What follows belongs to an exercise in optimizing a design on an open flow for small area and a short achievable clock period; a production flow would make more cautious choices.
Function was checked by simulation only, so behaviour that the tests miss may differ from the original.

## job 149
Design clk_ctrl, start of the top module:
module clk_ctrl
(
	input  wire        clk_i,
	input  wire        rstn_i,
	input  wire [15:0] freq,
	output wire        dds1_o,
	output wire        dds_o
);
reg  [15:0] fr;
reg  [31:0] cnt;      
reg  [31:0] cnt1;     
reg  [2:0]  pa;       
reg  [4:0]  pb;       
reg         dds;
reg         dds1;
wire [31:0] cnt_n;
wire [31:0] cnt1_n;
wire [2:0]  pa_n;
wire [4:0]  pb_n;
wire        dds_n;
wire        dds1_n;
wire [10:0] gq;       
localparam [31:0] CNT_INV  = 32'h00000000;
localparam [31:0] CNT1_INV = 32'h00000000;
always @(posedge clk_i or negedge rstn_i)
	if (rstn_i == 1'b0) begin
		fr   <= 16'd0;
		cnt  <= CNT_INV;
		cnt1 <= CNT1_INV;
		pa   <= 0;
		pb   <= 0;
		dds  <= 1'b0;
		dds1 <= 1'b0;
	end else begin
		fr   <= freq;
		cnt  <= cnt_n;
		cnt1 <= cnt1_n;
		pa   <= pa_n;
		pb   <= pb_n;
		dds  <= dds_n;
		dds1 <= dds1_n;
	end
assign dds_o  = dds;
assign dds1_o = dds1;
wire n_1;
wire n_2;
wire n_3;
wire n_4;
wire n_5;
wire n_6;
wire n_7;
wire n_8;
wire n_9;
wire n_10;
wire n_11;
wire n_12;
wire n_13;
wire n_14;
wire n_15;
wire n_16;
wire p3s_17;
wire p3c_18;
wire p3s_19;
wire p3c_20;
wire p3s_21;
wire p3c_22;
wire p3s_23;
wire p3c_24;
wire p3s_25;
wire p3c_26;
wire p3s_27;
wire p3c_28;
wire p3s_29;
wire p3c_30;
wire p3s_31;
wire p3c_32;
wire p3s_33;
wire p3c_34;
wire p3s_35;
wire p3c_36;
wire p3s_37;
  ...
Size: roughly 90 flip-flops.
export LEC_CHECK = 0
export CAP_MARGIN = 20
export CORE_MARGIN = 2
export CORE_UTILIZATION = 40
export CTS_BUF_LIST = sky130_fd_sc_hd__clkbuf_8
export CTS_CLUSTER_DIAMETER = 100
export SLEW_MARGIN = 20
export SYNTH_HIERARCHICAL = 1
create_clock -name core_clock -period 70.0 [get_ports {clk_i}]
standard.sh (not shown) runs the stock make flow with config.mk's settings and CLKGATE_MAP_FILE= SYNTH_SCRIPT=/design/flow/synth_recipe.tcl, a recipe that flattens the netlist after the stock synthesis.
==> flow/flow/run.sh <==
#!/bin/bash
# The standard layout (standard.sh, all ORFS steps unchanged), except that the
# port buffers that buffer_ports inserts are plain sky130_fd_sc_hd__buf_1 cells
# instead of the delay buffers it picks by default. Every port is still buffered.
set -euo pipefail
export BUFFER_PORTS_ARGS="-buffer_cell sky130_fd_sc_hd__buf_1"
bash standard.sh finish > standard_make.log 2>&1
Modified inputs, job 236 compared to job 149
==> flow/run.sh (new file) <==
#!/bin/bash
# synth_recipe.tcl (not shown) runs the flow's synth.tcl, then flattens the netlist and writes it again
# the make line also repeats each setting of config.mk as NAME=value (left out here)
make -C /OpenROAD-flow-scripts/flow DESIGN_CONFIG=/design/flow/config.mk WORK_HOME=/design/flow/orfs CLKGATE_MAP_FILE= SYNTH_SCRIPT=/design/flow/synth_recipe.tcl finish
-- flow/config.mk --
<<< job 149, line 11
export CTS_BUF_LIST = sky130_fd_sc_hd__clkbuf_8
export CTS_CLUSTER_DIAMETER = 100
export SLEW_MARGIN = 20
>>> job 236, line 11
export CTS_BUF_LIST = sky130_fd_sc_hd__clkbuf_8
export SLEW_MARGIN = 20
removed: flow/flow/run.sh
removed: flow/standard.sh
[summary]
Note that the worst reg2reg path depth recorded for job 149 amounts to 0.947 times the value seen in job 236. Final area for job 236: 0.88% up relative to job 149. There was hardly any difference in synthesized cell count between job 149 and job 236. Job 236 reports a higher layout overhead on the synthesized area than job 149 does. Job 149 has a lower total global routing track utilization than job 236. Job 236 vs job 149: number of global-route vias before repair up. The maximum clock frequency of job 236 is lower than that of job 149. In job 236, the final routed wirelength across all metal layers came out 1.8% above the value in job 149. Number of nets in the final layout essentially unchanged between job 236 and job 149.
Inputs modified between job 236 and job 2610:
==> flow/flow/run.sh (new file) <==
#!/bin/bash
# The standard layout (standard.sh, all ORFS steps unchanged), except that the
# port buffers that buffer_ports inserts are plain sky130_fd_sc_hd__buf_1 cells
# instead of the delay buffers it picks by default. Every port is still buffered.
set -euo pipefail
export BUFFER_PORTS_ARGS="-buffer_cell sky130_fd_sc_hd__buf_1"
bash standard.sh finish > standard_make.log 2>&1
==> flow/standard.sh (new file) <==
#!/bin/bash
# synth_recipe.tcl (not shown) runs the flow's synth.tcl, then flattens the netlist and writes it again
# the make line also repeats each setting of config.mk as NAME=value (left out here)
make -C /OpenROAD-flow-scripts/flow DESIGN_CONFIG=/design/flow/config.mk WORK_HOME=/design/flow/orfs CLKGATE_MAP_FILE= SYNTH_SCRIPT=/design/flow/synth_recipe.tcl "${@:-finish}"
removed: flow/run.sh
[summary]
- Between job 236 and job 2610, the difference in total standard cell area after synthesis is negligible.
- Master of the slowest instance on the critical path: dfrtp_1 -> job 2610, clkdlybuf4s50_1 -> job 236
- Lower sum of met2 wire segment lengths after detailed routing was reported by job 2610, not job 236.
- Job 236 → job 2610: sum of net half-perimeters after detailed placement now smaller, critical path data required time held, slew of the pin with the lowest slew margin went down by 0.019 ns.
- Taking job 236 as the reference, in job 2610 wire length saw a decrease; hold slack saw a decrease.
--- input diff job 2610..job 5030 ---
==> flow/run.sh (new file) <==
#!/bin/bash
# synth_recipe.tcl (not shown) runs the flow's synth.tcl, then flattens the netlist and writes it again
# the make line also repeats each setting of config.mk as NAME=value (left out here)
make -C /OpenROAD-flow-scripts/flow DESIGN_CONFIG=/design/flow/config.mk WORK_HOME=/design/flow/orfs CLKGATE_MAP_FILE= SYNTH_SCRIPT=/design/flow/synth_recipe.tcl finish
-- flow/config.mk --
<<< job 2610, line 10
export CORE_UTILIZATION = 40
export CTS_BUF_LIST = sky130_fd_sc_hd__clkbuf_8
export SLEW_MARGIN = 20
>>> job 5030, line 10
export CORE_UTILIZATION = 40
export SLEW_MARGIN = 20
removed: flow/flow/run.sh
removed: flow/standard.sh
## What came out
Shortest period the worst path allows: job 5030 vs job 2610 up 0.37 ns
Looking at share of the clock period used by the worst path after layout, job 5030 sits 0.52 points higher than job 2610 does.
Total routing resource utilization after global routing ends up higher on job 5030.
Compared job 5030 vs job 2610, and setup slack is down in job 5030.
Cmp job 5030 and job 2610 / wire length / higher: job 5030
Job 5030 against job 2610: headroom to the max-slew limit decreased by 0.57 points relative to the old numbers.
In job 5030, the worst reg2reg path depth came out 2 above the value in job 2610.
The following lists how job 7661 was set up differently from job 5030:
==> flow/flow/run.sh (new file) <==
#!/bin/bash
# The standard layout (standard.sh, all ORFS steps unchanged), except that the
# port buffers that buffer_ports inserts are plain sky130_fd_sc_hd__buf_1 cells
# instead of the delay buffers it picks by default. Every port is still buffered.
set -euo pipefail
export BUFFER_PORTS_ARGS="-buffer_cell sky130_fd_sc_hd__buf_1"
bash standard.sh finish > standard_make.log 2>&1
==> flow/standard.sh (new file) <==
#!/bin/bash
# synth_recipe.tcl (not shown) runs the flow's synth.tcl, then flattens the netlist and writes it again
# the make line also repeats each setting of config.mk as NAME=value (left out here)
make -C /OpenROAD-flow-scripts/flow DESIGN_CONFIG=/design/flow/config.mk WORK_HOME=/design/flow/orfs CLKGATE_MAP_FILE= SYNTH_SCRIPT=/design/flow/synth_recipe.tcl "${@:-finish}"
removed: flow/run.sh
### Flow results
Comparing job 5030 and job 7661, the higher shortest clock period the worst path allows after layout was measured on job 5030. DRC marker count from the first detailed-route iteration in job 7661 vs job 5030: down 96. Number of clock buffers in the layout, job 5030 and job 7661: higher on job 5030.
diff inputs: job 7661 => job 7182
-- flow/config.mk --
<<< job 7661, line 7
export LEC_CHECK = 0
export CAP_MARGIN = 20
export CORE_MARGIN = 2
export CORE_UTILIZATION = 40
export SLEW_MARGIN = 20
export SYNTH_HIERARCHICAL = 1
>>> job 7182, line 7
export LEC_CHECK = 0
export CAP_MARGIN = 0
export CORE_MARGIN = 2
export CORE_UTILIZATION = 40
export CTS_BUF_LIST = sky130_fd_sc_hd__clkbuf_8
export SLEW_MARGIN = 0
export SYNTH_HIERARCHICAL = 1
### Flow results
Taking job 7661 as the reference, in job 7182 number of inserted filler cells in the final layout shows no meaningful change; worst hold slack shows an increase of 0.0072 ns.


Starting RTL as in the previous note.
// clk_ctrl
module clk_ctrl
(
	input  wire        clk_i,
	input  wire        rstn_i,
	input  wire [15:0] freq,
	output wire        dds1_o,
	output wire        dds_o
);
reg  [15:0] fr;
reg  [31:0] cnt;      
reg  [31:0] cnt1;     
reg  [2:0]  pa;       
reg  [4:0]  pb;       
reg         dds;
reg         dds1;
wire [31:0] cnt_n;
wire [31:0] cnt1_n;
wire [2:0]  pa_n;
wire [4:0]  pb_n;
wire        dds_n;
wire        dds1_n;
wire [10:0] gq;       
localparam [31:0] CNT_INV  = 32'h00000000;
localparam [31:0] CNT1_INV = 32'h00000000;
always @(posedge clk_i or negedge rstn_i)
	if (rstn_i == 1'b0) begin
		fr   <= 16'd0;
		cnt  <= CNT_INV;
		cnt1 <= CNT1_INV;
		pa   <= 0;
		pb   <= 0;
		dds  <= 1'b0;
		dds1 <= 1'b0;
	end else begin
		fr   <= freq;
		cnt  <= cnt_n;
		cnt1 <= cnt1_n;
		pa   <= pa_n;
		pb   <= pb_n;
		dds  <= dds_n;
		dds1 <= dds1_n;
	end
assign dds_o  = dds;
assign dds1_o = dds1;
wire n_1;
wire n_2;
wire n_3;
wire n_4;
wire n_5;
wire n_6;
wire n_7;
wire n_8;
wire n_9;
wire n_10;
wire n_11;
wire n_12;
wire n_13;
wire n_14;
wire n_15;
wire n_16;
wire p3s_17;
wire p3c_18;
wire p3s_19;
wire p3c_20;
wire p3s_21;
wire p3c_22;
wire p3s_23;
wire p3c_24;
wire p3s_25;
wire p3c_26;
wire p3s_27;
wire p3c_28;
wire p3s_29;
wire p3c_30;
wire p3s_31;
wire p3c_32;
wire p3s_33;
wire p3c_34;
wire p3s_35;
wire p3c_36;
wire p3s_37;
wire p3c_38;
wire p3s_39;
wire p3c_40;
wire p3s_41;
wire p3c_42;
wire p3s_43;
wire p3c_44;
wire p3s_45;
wire p3c_46;
wire p3s_47;
wire p3c_48;
wire n_49;
wire n_50;
wire n_51;
wire n_52;
wire n_53;
wire n_54;
wire n_55;
wire n_56;
wire n_57;
wire n_58;
wire n_59;
wire n_60;
wire n_61;
wire n_62;
wire n_63;
wire n_64;
wire n_65;
wire as_66;
wire ac_67;
wire as_68;
wire ac_69;
wire as_70;
wire ac_71;
wire as_72;
wire ac_73;
wire as_74;
wire ac_75;
wire as_76;
wire ac_77;
wire as_78;
wire ac_79;
wire as_80;
wire ac_81;
wire as_82;
wire ac_83;
wire as_84;
wire ac_85;
wire as_86;
wire ac_87;
wire as_88;
wire ac_89;
wire as_90;
wire ac_91;
wire as_92;
wire ac_93;
wire as_94;
wire ac_95;
wire as_96;
wire ac_97;
wire as_98;
wire ac_99;
wire as_100;
wire ac_101;
wire as_102;
  ...
export LEC_CHECK = 0
export CAP_MARGIN = 20
export CORE_MARGIN = 2
export CORE_UTILIZATION = 40
export CTS_BUF_LIST = sky130_fd_sc_hd__clkbuf_8
export CTS_CLUSTER_SIZE = 30
export SLEW_MARGIN = 20
export SYNTH_HIERARCHICAL = 1
create_clock -name core_clock -period 70.0 [get_ports {clk_i}]
==> flow/flow/run.sh <==
#!/bin/bash
# The standard layout (standard.sh, all ORFS steps unchanged), except that the
# port buffers that buffer_ports inserts are plain sky130_fd_sc_hd__buf_1 cells
# instead of the delay buffers it picks by default. Every port is still buffered.
set -euo pipefail
export BUFFER_PORTS_ARGS="-buffer_cell sky130_fd_sc_hd__buf_1"
bash standard.sh finish > standard_make.log 2>&1
Then changed:
- ABC_AREA: unset -> 1
- CTS_CLUSTER_SIZE: 30 -> unset
The new run completed with no timing, DRC or antenna violations.
Design area went up by 1.3%.
Clock skew went down by 0.0039 ns.
Setup slack gets worse by 0.012 ns.
Area after synthesis went up by 1.0%.
Global-route usage went down by 0.30 points.
Via count went up by 3.1%.
Synthesized cell count went up by 8.8%.
Then changed:
--- a/flow/flow/run.sh
+++ b/flow/flow/run.sh
@@ -3 +3 @@
-# port buffers that buffer_ports inserts are plain sky130_fd_sc_hd__buf_1 cells
+# port buffers that buffer_ports inserts are plain sky130_fd_sc_hd__buf_2 cells
@@ -6 +6 @@
-export BUFFER_PORTS_ARGS="-buffer_cell sky130_fd_sc_hd__buf_1"
+export BUFFER_PORTS_ARGS="-buffer_cell sky130_fd_sc_hd__buf_2"
- ABC_AREA: 1 -> unset
Effect: Setup slack barely changes. Clock-buffer cell count drops by 1. Global-route usage climbs by 0.60 points.
Then changed:
--- a/flow/flow/run.sh
+++ b/flow/flow/run.sh
@@ -3 +3 @@
-# port buffers that buffer_ports inserts are plain sky130_fd_sc_hd__buf_2 cells
+# port buffers that buffer_ports inserts are plain sky130_fd_sc_hd__buf_1 cells
@@ -6 +6 @@
-export BUFFER_PORTS_ARGS="-buffer_cell sky130_fd_sc_hd__buf_2"
+export BUFFER_PORTS_ARGS="-buffer_cell sky130_fd_sc_hd__buf_1"
- CTS_BUF_LIST: sky130_fd_sc_hd__clkbuf_8 -> sky130_fd_sc_hd__clkbuf_16
- CTS_CLUSTER_SIZE: unset -> 30
Outcome: Non-clock buffer count climbs by 1. Sequential share of layout area hardly moves. Count of clock-buffer cells in the layout stays the same. First-iteration DRC count shrinks by 2.8%. Die area stays the same.

==> what the ideal ports hide <==
The results above use ideal ports. As a check the final layouts listed here were re-extracted and re-timed, cells and wires unchanged.
Step 1 (the two cells are an assumption about what drives the block):
set clk [get_ports {clk_i}]
set_driving_cell -lib_cell sky130_fd_sc_hd__clkbuf_16 $clk
set_driving_cell -lib_cell sky130_fd_sc_hd__buf_2 [delete_from_list [all_inputs] $clk]
Step 2, shift: input delay + t, output delay - t, t = (earliest + latest rising clock arrival at the registers) / 2. This alone moves slack from input paths to output paths.
a / b / c = ideal / step 1 / step 2; a / b = the first two.
run | shift t [ns] | setup slack, ns | worst setup path after step 2 | clock arrival spread, ns
job 149 | 0.430 | 55.118 / 55.076 / 54.867 | input, reset recovery | 0.023 / 0.023
job 236 | 0.431 | 54.722 / 54.676 / 54.884 | input, reset recovery | 0.022 / 0.023
job 2610 | 0.430 | 55.118 / 55.076 / 54.867 | input, reset recovery | 0.023 / 0.023
job 5030 | 0.409 | 54.751 / 54.703 / 54.861 | input, reset recovery | 0.012 / 0.012
job 7661 | 0.400 | 55.161 / 55.115 / 54.850 | input, reset recovery | 0.011 / 0.011
job 7182 | 0.430 | 55.118 / 55.076 / 54.867 | input, reset recovery | 0.023 / 0.023
the first run of note 2 | 0.430 | 55.118 / 55.076 / 54.867 | input, reset recovery | 0.023 / 0.023
the second run of note 2 | 0.422 | 55.105 / 55.062 / 54.825 | input, reset recovery | 0.019 / 0.020
the third run of note 2 | 0.436 | 55.103 / 55.061 / 54.873 | input, reset recovery | 0.015 / 0.016
the fourth run of note 2 | 0.401 | 55.161 / 55.115 / 54.857 | input, reset recovery | 0.012 / 0.011
After both steps every run listed still meets setup and hold. For job 7661, which loses most, drivers alone change the setup slack by -0.046 ns; drivers and shift together by -0.311 ns. Setup slack includes reset recovery checks.
